Source: an optimization exercise on an open RTL-to-GDS flow (aim: small area and a short achievable clock period). Production flows keep margins and buffers that such runs may drop.
Only simulation tests tie the RTL to the original design; equivalence was not proved.
Power is estimated from default activity; no workload was simulated.

== lane 1 ==
## bit_fifo
module bit_fifo (
    input          clk,
    input          rst_n,
    input          data_fifo_init_en,
    input  [191:0] data_fifo_init_val,
    output [191:0] data_fifo,
    input          num_bits_init_en,
    input  [7:0]   num_bits_init_val,
    output [7:0]   num_bits,
    input  [47:0]  data_in,
    input  [5:0]   data_in_num_bits,
    input          data_in_wr,
    input  [5:0]   data_out_num_bits,
    input          data_out_rd,
    output [47:0]  data_out,
    output         wr_error,
    output         rd_error
    );
Size in the first run: roughly 3100 cells after synthesis, roughly 210 flip-flops, about 520 I/O pins, ~21000 µm² of cells after synthesis.
export LEC_CHECK = 0
export CAP_MARGIN = 20
export CORE_MARGIN = 2
export CORE_UTILIZATION = 40
export CTS_BUF_LIST = sky130_fd_sc_hd__clkbuf_8
export PLACE_DENSITY = 0.6
export SETUP_SLACK_MARGIN = 3.0
export SLEW_MARGIN = 20
export SYNTH_HIERARCHICAL = 1
export SYNTH_MINIMUM_KEEP_SIZE = 0
create_clock -name core_clock -period 8.0 [get_ports {clk}]
standard.sh (not shown) runs the stock make flow with config.mk's settings and CLKGATE_MAP_FILE= SYNTH_SCRIPT=/design/flow/synth_recipe.tcl, a recipe that flattens the netlist after the stock synthesis.
==> flow/flow/run.sh <==
#!/bin/bash
# Own flow: the standard layout (standard.sh), with these changes:
#  - synthesis (hierarchical, flattened at the end as synth_recipe.tcl does):
#    the control modules (bit_fifo_ctrl, bit_fifo_le6, bit_fifo_gt) are mapped with a
#    delay-oriented ABC script (flow/abc_fast.script); everything else (shifter stages, top) with an area-oriented one
#    (flow/abc_area.script) that may not use the non-inverting AOI/mux cells, so
#    each inverting mux stage maps to o22ai/a22oi; the final OR with the preload
#    with the area script and every cell. No full/half-adder extraction
#    (ADDER_MAP_FILE empty). Everything else in synth_recipe.tcl is unchanged, so
#    the registers, their names and cell types are the same;
#  - ports are buffered with the smallest buffer (BUFFER_PORTS_ARGS);
#  - the flow runs in two parts: up to clock tree synthesis with config.mk's
#    SETUP_SLACK_MARGIN, then the rest (global route onwards) with a margin of 2.8,
#    so the repair after global route only works on the worst paths.
# Each tool's full output stays in orfs/logs/; make's own output goes to flow_make.log.
set -euo pipefail
W=$(pwd)
cat > "$W/own_synth.tcl" <<EOT
proc abc {args} {
  set i [lsearch -exact \$args -script]
  set area \$args
  lset area [expr {\$i + 1}] {$W/flow/abc_area.script}
  set fast \$args
  lset fast [expr {\$i + 1}] {$W/flow/abc_fast.script}
  set inv \$area
  foreach c {o22a_* a22o_* mux2_* mux2i_*} { lappend inv -dont_use sky130_fd_sc_hd__\$c }
  yosys abc {*}\$fast bit_fifo_ctrl bit_fifo_le6 *bit_fifo_gt*
  yosys abc {*}\$area bit_fifo_final
  yosys abc {*}\$inv
}
source {$W/synth_recipe.tcl}
EOT
sed -e "s#SYNTH_SCRIPT=[^ ]*#SYNTH_SCRIPT=$W/own_synth.tcl ADDER_MAP_FILE=#" \
    -e "s#^make -C #make BUFFER_PORTS_ARGS='-buffer_cell sky130_fd_sc_hd__buf_1' -C #" \
    standard.sh > "$W/own_standard.sh"
sed -e "s#SETUP_SLACK_MARGIN=[^ ]*#SETUP_SLACK_MARGIN=2.8#" "$W/own_standard.sh" > "$W/own_standard2.sh"
bash "$W/own_standard.sh" cts > "$W/flow_make.log" 2>&1
bash "$W/own_standard2.sh" "$@" > "$W/flow_make2.log" 2>&1
==> flow/flow/abc_area.script <==
strash
dch
amap -F 10 -A 30
topo
stime -c
==> flow/flow/abc_fast.script <==
strash
dch
map
topo
buffer -c
upsize -c
dnsize -c
Lane 1: flow completed, timing, DRC and antenna clean
Modified inputs, lane 2 compared to lane 1
Settings: SETUP_SLACK_MARGIN now 3.2, was 3.0.
-- flow/flow/run.sh --
<<< lane 1, line 12
#  - the flow runs in two parts: up to clock tree synthesis with config.mk's
#    SETUP_SLACK_MARGIN, then the rest (global route onwards) with a margin of 2.8,
#    so the repair after global route only works on the worst paths.
>>> lane 2, line 12
#  - the flow runs in two parts: up to clock tree synthesis with config.mk's
#    SETUP_SLACK_MARGIN, then the rest (global route onwards) with a margin of 3.0,
#    so the repair after global route only works on the worst paths.
<<< lane 1, line 35
    standard.sh > "$W/own_standard.sh"
sed -e "s#SETUP_SLACK_MARGIN=[^ ]*#SETUP_SLACK_MARGIN=2.8#" "$W/own_standard.sh" > "$W/own_standard2.sh"
bash "$W/own_standard.sh" cts > "$W/flow_make.log" 2>&1
>>> lane 2, line 35
    standard.sh > "$W/own_standard.sh"
sed -e "s#SETUP_SLACK_MARGIN=[^ ]*#SETUP_SLACK_MARGIN=3.0#" "$W/own_standard.sh" > "$W/own_standard2.sh"
bash "$W/own_standard.sh" cts > "$W/flow_make.log" 2>&1
--- outcome ---
- Diff lane 1 -> lane 2: wire length after detailed routing increased 5700 µm; total routing resource utilization after global routing climbed 1.9 points.
- Diff lane 2 and lane 1: final critical path time including I/O delays and setup higher in lane 1
- Summary of lane 2 over lane 1: maximum net fanout on the critical path went down by 89; power share of the combinational group went up by 1.4 points.

## re-timing with driven ports
No port has a modelled driver above. Below, the same layouts with a new extraction and two added sets of constraints.
Step 1: set_driving_cell puts a clkbuf_16 on clk and a buf_2 on each other input, an assumption about the parent block.
Step 2 also shifts input and output timing later by t, the mid clock arrival at the registers, as if the neighbouring blocks saw the same clock.
Slacks: ideal ports / drivers / drivers and shift; pairs: ideal ports / drivers.
| run | t, ns | setup WS [ns] | hold slack, ns | worst register clock-pin slew, ns | cell pins on the clock port's net |
|---|---|---|---|---|---|
| lane 1 | 0.704 | 2.701 / 2.726 / 2.022 | 1.002 / 0.988 / 1.002 | 0.07 / 0.07 | 1 |
| lane 2 | 0.712 | 2.916 / 2.958 / 2.247 | 0.849 / 0.809 / 0.949 | 0.08 / 0.08 | 1 |
After both steps setup and hold are still met in every run listed. The setup slack of lane 1, which loses most, moves by +0.025 ns with the drivers and by -0.679 ns with both steps.
